Background: an optimization exercise with open tools, aiming at small area. Do not read the settings as production practice.
In this exercise RTL edits were held to simulation tests only and were not proved equivalent to the original.
Power is estimated from default activity; no workload was simulated.

==> v15: inputs <==
==> flow/design.v (excerpt) <==
module whackamole_top (
input        Clk100MHz,
input        BtnC, BtnU, BtnL, BtnR, BtnD,
output       Ld0, Ld1, Ld2, Ld3, Ld4,
input        Sw0, Sw1, Sw2, Sw3, Sw4, Sw5, Sw6, Sw7, Sw8,
output       hSync,
output       vSync,
output [3:0] vgaR,
output [3:0] vgaG,
output [3:0] vgaB,
output [6:0] GameScore
);
==> flow/config.mk <==
export PLATFORM = sky130hd
export DESIGN_NAME = whackamole_top
export DESIGN_NICKNAME = whackamole_top
export VERILOG_FILES = /design/flow/design.v
export SDC_FILE = /design/flow/constraint.sdc
export NUM_CORES = 4
export LEC_CHECK = 0
export CAP_MARGIN = 20
export CORE_MARGIN = 2
export CORE_UTILIZATION = 60
export SLEW_MARGIN = 20
==> flow/constraint.sdc <==
create_clock -name core_clock -period 10.0 [get_ports {Clk100MHz}]
set_input_delay 2.0000 -clock core_clock [delete_from_list [all_inputs] [get_ports {Clk100MHz}]]
set_output_delay 2.0000 -clock core_clock [all_outputs]
set_load 0.01 [all_outputs]
standard.sh (not shown) runs the stock make flow with config.mk's settings and CLKGATE_MAP_FILE= SYNTH_SCRIPT=/design/flow/synth_recipe.tcl, a recipe that flattens the netlist after the stock synthesis.
==> flow/flow/run.sh <==
#!/bin/bash
# Layout flow: the standard synthesis, then an area re-mapping of the
# combinational logic between the (untouched) flip-flops, proved equivalent
# to the standard netlist, then the standard layout steps.
set -euo pipefail
W=$PWD
F=$W/flow
R=$W/orfs/results/${FLOW_PLATFORM}/whackamole_top/base
LIB=$FLOW_HOME/platforms/${FLOW_PLATFORM}/lib/sky130_fd_sc_hd__tt_025C_1v80.lib
YOSYS=$(command -v yosys || echo "$FLOW_HOME/../tools/install/yosys/bin/yosys")
DEEP_T=${DEEP_T:-300}

# 1. standard synthesis
bash standard.sh synth > $W/synth_standard.log 2>&1
cp $R/1_2_yosys.v $W/synth_standard.v

# 2. re-map the combinational logic for area (flip-flops are kept as they are)
DU=$(sed 's/^/-dont_use /' $F/dont_use.txt | tr '\n' ' ')
sed "s/@T@/$DEEP_T/" $F/deep.abc > $W/deep.abc
cat > $W/reopt.ys <<EOS
read_liberty -ignore_miss_func $LIB
read_verilog $W/synth_standard.v
hierarchy -top $FLOW_TOP
blackbox sky130_fd_sc_hd__df*
flatten
opt_clean -purge
abc -liberty $LIB $DU -script $W/deep.abc
opt_clean -purge
hilomap -singleton -hicell sky130_fd_sc_hd__conb_1 HI -locell sky130_fd_sc_hd__conb_1 LO
insbuf -buf sky130_fd_sc_hd__buf_4 A X
tee -o $W/reopt_stat.txt stat -liberty $LIB
write_verilog -noattr -nohex -nodec $W/synth_reopt.v
EOS
ok=0
if $YOSYS -s $W/reopt.ys > $W/reopt.log 2>&1; then
  # 3. prove the re-mapped netlist equivalent to the standard one
  cat > $W/equiv.ys <<EOS
read_liberty -ignore_miss_func $LIB
read_verilog $W/synth_standard.v
rename $FLOW_TOP gold
read_verilog $W/synth_reopt.v
rename $FLOW_TOP gate
flatten gold gate
rename -hide gold/w:_* gate/w:_*
opt_clean
async2sync
equiv_make gold gate equiv
hierarchy -top equiv
equiv_simple -seq 2
equiv_induct
equiv_status -assert
EOS
  if $YOSYS -s $W/equiv.ys > $W/equiv.log 2>&1; then ok=1; fi
fi
if [[ $ok == 1 ]]; then
  echo "using the re-mapped netlist"
  cp $W/synth_reopt.v $R/1_2_yosys.v
  rm -f $R/1_synth.odb $R/1_synth.sdc
else
  echo "re-mapping failed or not proven; keeping the standard netlist"
fi

# 4. standard layout, with the smallest buffer on each port and a clock tree
#    without dummy balancing loads
export BUFFER_PORTS_ARGS="-buffer_cell sky130_fd_sc_hd__buf_1"
export CTS_ARGS="-sink_clustering_enable -repair_clock_nets -dont_use_dummy_load -buf_list ${CTS_BUF:-sky130_fd_sc_hd__clkbuf_8}"
bash standard.sh finish > $W/layout.log 2>&1
Other scripts of this flow, unchanged in this note and not shown: flow/flow/deep.abc, flow/flow/dont_use.txt
==> v8: changes against v15 <==
--- a/flow/design.v
+++ b/flow/design.v
@@ -7,57 +7,64 @@
 output       hSync,
 output       vSync,
 output [3:0] vgaR,
 output [3:0] vgaG,
 output [3:0] vgaB,
 output [6:0] GameScore
 );
 wire Reset = BtnC;
-reg [4:0] hc;
+reg [1:0] dv;    
+reg [2:0] hr;    
 reg [7:0] hx;    
 reg [2:0] vr;    
 reg [6:0] vy;    
 reg [1:0] fc;    
-wire pix_en   = (hc[1:0] == 2'd3);
-wire hc_wrap  = (hc == 5'd19);
-wire line_end = hc_wrap && (hx == 8'd160);
-wire frm_end  = line_end && (vr == 3'd4) && (vy == 7'd105);
+wire pix_en   = dv[1] & dv[0];
+wire hr_last  = hr[2];
+wire hx_last  = hx[7] & hx[5];
+wire vr_last  = vr[2];
+wire vy_last  = vy[6] & vy[5] & vy[3] & vy[0];
+wire hc_wrap  = pix_en & hr_last;
+wire line_end = hc_wrap & hx_last;
+wire frm_end  = line_end & vr_last & vy_last;
 always @(posedge Clk100MHz or posedge Reset) begin
     if (Reset) begin
-        hc <= 5'd2;
+        dv <= 2'd2;
+        hr <= 3'd0;
         hx <= 8'd1;
         vr <= 3'd0;
         vy <= 7'd1;
         fc <= 2'd0;
     end else begin
-        hc <= hc_wrap ? 5'd0 : hc + 5'd1;
+        dv <= dv + 2'd1;
+        if (pix_en)
+            hr <= hr_last ? 3'd0 : hr + 3'd1;
         if (hc_wrap)
-            hx <= (hx == 8'd160) ? 8'd1 : hx + 8'd1;
+            hx <= hx_last ? 8'd1 : hx + 8'd1;
         if (line_end) begin
-            if (vr == 3'd4) begin
+            if (vr_last) begin
                 vr <= 3'd0;
-                vy <= (vy == 7'd105) ? 7'd1 : vy + 7'd1;
+                vy <= vy_last ? 7'd1 : vy + 7'd1;
             end else
                 vr <= vr + 3'd1;
         end
         if (frm_end)
             fc <= fc + 2'd1;
     end
 end
-wire [2:0] hr = hc[4:2];
 assign hSync = ~(((hx > 8'd132) || (hx == 8'd132 && hr != 3'd0)) &&
-                 ((hx < 8'd151) || (hx == 8'd151 && hr < 3'd2)));
-assign vSync = ~(vy == 7'd99 && vr < 3'd2);
+                 ((hx < 8'd151) || (hx == 8'd151 && !hr[2] && !hr[1])));
+assign vSync = ~(vy[6] & vy[5] & ~vy[2] & vy[1] & vy[0] & ~vr[2] & ~vr[1]);
 wire video_on = (hx <= 8'd128) && (vy <= 7'd96);
 reg game_timer_out;
 always @(posedge Clk100MHz or posedge Reset) begin
     if (Reset)
         game_timer_out <= 1'b0;
-    else if (fc == 2'd3 && vy == 7'd61 && vr == 3'd0 && hx == 8'd1 && hc == 5'd1)
+    else if (fc == 2'd3 && vy == 7'd61 && vr == 3'd0 && hx[7:1] == 7'd0 && hr == 3'd0 && dv == 2'd1)
         game_timer_out <= 1'b1;
 end
 reg [2:0] state;
 localparam [2:0] INI = 3'b000, WAIT = 3'b001, HIT = 3'b010, DONE = 3'b011,
                  SPAWN = 3'b100, SPAWN_H = 3'b101;
 wire in_ini   = (state == INI);
 wire in_wait  = (state == WAIT);
 wire in_hit   = state[1] & ~state[0];
@@ -72,19 +79,20 @@
 reg [3:0] lfsr;
 reg [1:0] diff;           
 reg [21:0] mole_timer;
 reg mole_timer_out;
 reg [3:0] mole_index;     
 reg match;                
 reg [6:0] score;
 assign GameScore = score;
-wire [21:0] mole_max = (diff == 2'd0) ? 22'h3AE17C :
-                       (diff == 2'd1) ? 22'h20F89A :
-                       (diff == 2'd2) ? 22'h1F4232 : 22'h2C5648;
+localparam [1:0] D_DEFAULT = 2'd0, D_EASY = 2'd1, D_MEDIUM = 2'd3, D_HARD = 2'd2;
+wire [21:0] mole_max = (diff == 2'd0) ? 22'h337C1B :
+                       (diff == 2'd1) ? 22'h01A44B :
+                       (diff == 2'd2) ? 22'h030C58 : 22'h015448;
 wire btn_any = BtnL | BtnU | BtnR;
 wire [3:0] rnd_new = (lfsr > 4'd8) ? lfsr - 4'd9 : lfsr;
 wire [3:0] idx_next = (in_spawn && mole_timer_out) ? rnd_new : mole_index;
 reg  [3:0] sw_enc;
 always @(*) begin
     if      (Sw0) sw_enc = 4'd0;
     else if (Sw1) sw_enc = 4'd1;
     else if (Sw2) sw_enc = 4'd2;
@@ -97,47 +105,43 @@
     else          sw_enc = 4'd15;
 end
 always @(posedge Clk100MHz or posedge Reset) begin
     if (Reset)
         lfsr <= 4'b1011;
     else
         lfsr <= {lfsr[2:0], lfsr[3] ^ lfsr[2]};
 end
+wire timer_hit = (mole_timer == mole_max);
 always @(posedge Clk100MHz or posedge Reset) begin
-    if (Reset) begin
-        mole_timer     <= 22'h200000;
-        mole_timer_out <= 1'b0;
-    end else if (reset_mole_timer) begin
-        mole_timer     <= 22'd0;
-        mole_timer_out <= 1'b0;
-    end else if (mole_timer == mole_max) begin
-        mole_timer     <= 22'd0;
-        mole_timer_out <= 1'b1;
-    end else begin
-        mole_timer     <= {mole_timer[20:0], mole_timer[21] ^ mole_timer[20] ^ (mole_timer[20:0] == 21'd0)};
-        mole_timer_out <= 1'b0;
-    end
+    if (Reset)
+        mole_timer <= 22'h0888B3;
+    else if (reset_mole_timer || timer_hit)
+        mole_timer <= 22'h111166;
+    else
+        mole_timer <= {mole_timer[20:0], mole_timer[21] ^ mole_timer[20] ^ (mole_timer[20:0] == 21'd0)};
+end
+always @(posedge Clk100MHz) begin
+    mole_timer_out <= timer_hit & ~reset_mole_timer;
+    match          <= in_spawn && (sw_enc == idx_next);
 end
 always @(posedge Clk100MHz or posedge Reset) begin
     if (Reset) begin
         state            <= INI;
         score            <= 7'd0;
-        diff             <= 2'd0;
+        diff             <= D_DEFAULT;
         mole_index       <= 4'd14;
-        match            <= 1'b0;
     end else begin
-        match            <= in_spawn && (sw_enc == idx_next);
         mole_index       <= in_hit ? 4'd14 : idx_next;
         if (in_hit)
             score <= score + 7'd1;
         if (in_ini) begin
-            if (BtnL)      diff <= 2'd1;
-            else if (BtnU) diff <= 2'd2;
-            else if (BtnR) diff <= 2'd3;
+            if (BtnL)      diff <= D_EASY;
+            else if (BtnU) diff <= D_MEDIUM;
+            else if (BtnR) diff <= D_HARD;
         end
         state[2] <= (in_ini & btn_any) | (in_hit & ~game_timer_out) |
                     (in_spawn & ~game_timer_out & ~match);
         state[1] <= (in_hit & game_timer_out) | (in_done & ~BtnD) |
                     (in_spawn & (game_timer_out | match));
         state[0] <= (~state[2] & (state[1] | state[0])) | (in_spawn & game_timer_out);
     end
 end
@@ -445,27 +449,25 @@
 wire mc0 = (X >= 7'd17 && X <= 7'd28);
 wire mc1 = (X >= 7'd59 && X <= 7'd70);
 wire mc2 = (X >= 7'd101 && X <= 7'd112);
 wire mr0 = (Y >= 7'd15 && Y <= 7'd26);
 wire mr1 = (Y >= 7'd37 && Y <= 7'd48);
 wire mr2 = (Y >= 7'd59 && Y <= 7'd70);
 reg mole_pixel;
 always @(*) begin
-    case (mole_index)
-        4'd0: mole_pixel = mc0 & mr0;
-        4'd1: mole_pixel = mc1 & mr0;
-        4'd2: mole_pixel = mc2 & mr0;
-        4'd3: mole_pixel = mc0 & mr1;
-        4'd4: mole_pixel = mc1 & mr1;
-        4'd5: mole_pixel = mc2 & mr1;
-        4'd6: mole_pixel = mc0 & mr2;
-        4'd7: mole_pixel = mc1 & mr2;
-        4'd8: mole_pixel = mc2 & mr2;
-        default: mole_pixel = 1'b0;
+    case (mole_index[2:0])
+        3'd0: mole_pixel = ~mole_index[3] ? mc0 & mr0 : mc2 & mr2;
+        3'd1: mole_pixel = mc1 & mr0;
+        3'd2: mole_pixel = mc2 & mr0;
+        3'd3: mole_pixel = mc0 & mr1;
+        3'd4: mole_pixel = mc1 & mr1;
+        3'd5: mole_pixel = mc2 & mr1;
+        3'd6: mole_pixel = ~mole_index[3] & mc0 & mr2;
+        default: mole_pixel = mc1 & mr2;
     endcase
 end
 reg [2:0] col;
 reg [2:0] col_next;
 always @(*) begin
     if (!video_on)                 col_next = 3'd0;
     else if (in_wait)        col_next = letters ? 3'd7 : 3'd1;
     else if (in_done)        col_next = game_over_letters ? 3'd7 : 3'd6;
--- a/flow/flow/run.sh
+++ b/flow/flow/run.sh
@@ -3,17 +3,17 @@
 # combinational logic between the (untouched) flip-flops, proved equivalent
 # to the standard netlist, then the standard layout steps.
 set -euo pipefail
 W=$PWD
 F=$W/flow
 R=$W/orfs/results/${FLOW_PLATFORM}/whackamole_top/base
 LIB=$FLOW_HOME/platforms/${FLOW_PLATFORM}/lib/sky130_fd_sc_hd__tt_025C_1v80.lib
 YOSYS=$(command -v yosys || echo "$FLOW_HOME/../tools/install/yosys/bin/yosys")
-DEEP_T=${DEEP_T:-300}
+DEEP_T=${DEEP_T:-480}
 
 # 1. standard synthesis
 bash standard.sh synth > $W/synth_standard.log 2>&1
 cp $R/1_2_yosys.v $W/synth_standard.v
 
 # 2. re-map the combinational logic for area (flip-flops are kept as they are)
 DU=$(sed 's/^/-dont_use /' $F/dont_use.txt | tr '\n' ' ')
 sed "s/@T@/$DEEP_T/" $F/deep.abc > $W/deep.abc
@@ -22,17 +22,17 @@
 read_verilog $W/synth_standard.v
 hierarchy -top $FLOW_TOP
 blackbox sky130_fd_sc_hd__df*
 flatten
 opt_clean -purge
 abc -liberty $LIB $DU -script $W/deep.abc
 opt_clean -purge
 hilomap -singleton -hicell sky130_fd_sc_hd__conb_1 HI -locell sky130_fd_sc_hd__conb_1 LO
-insbuf -buf sky130_fd_sc_hd__buf_4 A X
+insbuf -buf sky130_fd_sc_hd__buf_1 A X
 tee -o $W/reopt_stat.txt stat -liberty $LIB
 write_verilog -noattr -nohex -nodec $W/synth_reopt.v
 EOS
 ok=0
 if $YOSYS -s $W/reopt.ys > $W/reopt.log 2>&1; then
   # 3. prove the re-mapped netlist equivalent to the standard one
   cat > $W/equiv.ys <<EOS
 read_liberty -ignore_miss_func $LIB
@@ -55,13 +55,37 @@
 if [[ $ok == 1 ]]; then
   echo "using the re-mapped netlist"
   cp $W/synth_reopt.v $R/1_2_yosys.v
   rm -f $R/1_synth.odb $R/1_synth.sdc
 else
   echo "re-mapping failed or not proven; keeping the standard netlist"
 fi
 
-# 4. standard layout, with the smallest buffer on each port and a clock tree
-#    without dummy balancing loads
 export BUFFER_PORTS_ARGS="-buffer_cell sky130_fd_sc_hd__buf_1"
-export CTS_ARGS="-sink_clustering_enable -repair_clock_nets -dont_use_dummy_load -buf_list ${CTS_BUF:-sky130_fd_sc_hd__clkbuf_8}"
+cts_args() { echo "-sink_clustering_enable -repair_clock_nets -dont_use_dummy_load -buf_list sky130_fd_sc_hd__$1"; }
+export CTS_ARGS="$(cts_args clkbuf_4)"
 bash standard.sh finish > $W/layout.log 2>&1
+
+cat > $W/clkslew.tcl <<EOS
+read_db $R/6_final.odb
+read_liberty $LIB
+read_sdc $R/6_final.sdc
+read_spef $R/6_final.spef
+set_propagated_clock [all_clocks]
+set mx 0
+foreach pin [all_registers -clock_pins -edge_triggered] {
+  foreach edge {rise fall} { foreach a {min max} {
+    set mx [expr {max(\$mx, [sta::time_ui_sta [get_property \$pin slew_\${a}_\$edge]] * 1e12)}]
+  } }
+}
+puts "CLKSLEW \$mx"
+EOS
+slew=$(openroad -no_init -exit $W/clkslew.tcl 2>&1 | tee $W/clkslew.log | awk '/^CLKSLEW/ {print $2}')
+echo "clock pin slew with clkbuf_4: ${slew:-unknown} ps"
+if [[ -z "$slew" ]] || awk -v s="$slew" 'BEGIN { exit !(s > 120) }'; then
+  echo "redoing the clock tree with clkbuf_8"
+  mkdir -p $W/first_try
+  cp $R/6_final.v $W/first_try/ 2>/dev/null || true
+  rm -f $R/4_* $R/5_* $R/6_* $R/updated_clks.sdc $R/route.guide
+  export CTS_ARGS="$(cts_args clkbuf_8)"
+  bash standard.sh finish > $W/layout_clkbuf8.log 2>&1
+fi
==> run notes <==
Pint=about 0.46 mW; fin area=4560 µm²; Seq/total area=0.403; period utilization=0.433; sequential power=approximately 0.36 mW; gpl congestion=0.931; r2r startpoint=hx[3]; Crit path largest cell delay=0.65 ns; Routed WL=12100 µm; WL met1=approximately 4600 µm; Multi-In Gates=between 300 and 400; critical path depth in cells=7; All-Layer GR Usage=0.325; Layout Skew=roughly 0.034 ns; vias per inst=about 6.1; outcome=finished clean; clock-cell share of area=0.0272; worst path bufs/invs=2; height of the die=about 90 µm; routed len/inst=16.9 µm; hold_ws=roughly 0.4 ns
[end of results for v15]
==> run notes <==
outcome=finished clean; vias per inst=approximately 6; Crit path largest cell delay=roughly 0.47 ns; critical path depth in cells=8; height of the die=~87 µm; Multi-In Gates=roughly 380; Seq/total area=0.411; sequential power=between 0.4 and 0.5 mW; hold_ws=a little under 0.4 ns; r2r startpoint=dv[1]; WL met1=approximately 4500 µm; All-Layer GR Usage=0.304
[end of results for v8]

port drivers added, routing unchanged:
The flow's constraints put no driver on any port. The routed layouts listed below were extracted and timed again, unchanged, in two steps.
Step 1 (the two cells are an assumption about what drives the block):
set clk [get_ports {Clk100MHz}]
set_driving_cell -lib_cell sky130_fd_sc_hd__clkbuf_16 $clk
set_driving_cell -lib_cell sky130_fd_sc_hd__buf_2 [delete_from_list [all_inputs] $clk]
Step 2 moves the port delays by t, midway between the first and last clock arrival at a register: inputs arrive t later, outputs are due t later. That takes back most of the time a late clock gives input paths.
Three values: ideal, step 1, step 2; two values: the first two.
run	t, ns	slack for setup (ns)	worst hold slack (ns)
v15	0.375	5.674 / 5.642 / 6.017	0.392 / 0.392 / 0.392
v8	0.377	5.930 / 5.898 / 6.275	0.384 / 0.384 / 0.384
After both steps setup and hold are still met in every run listed.
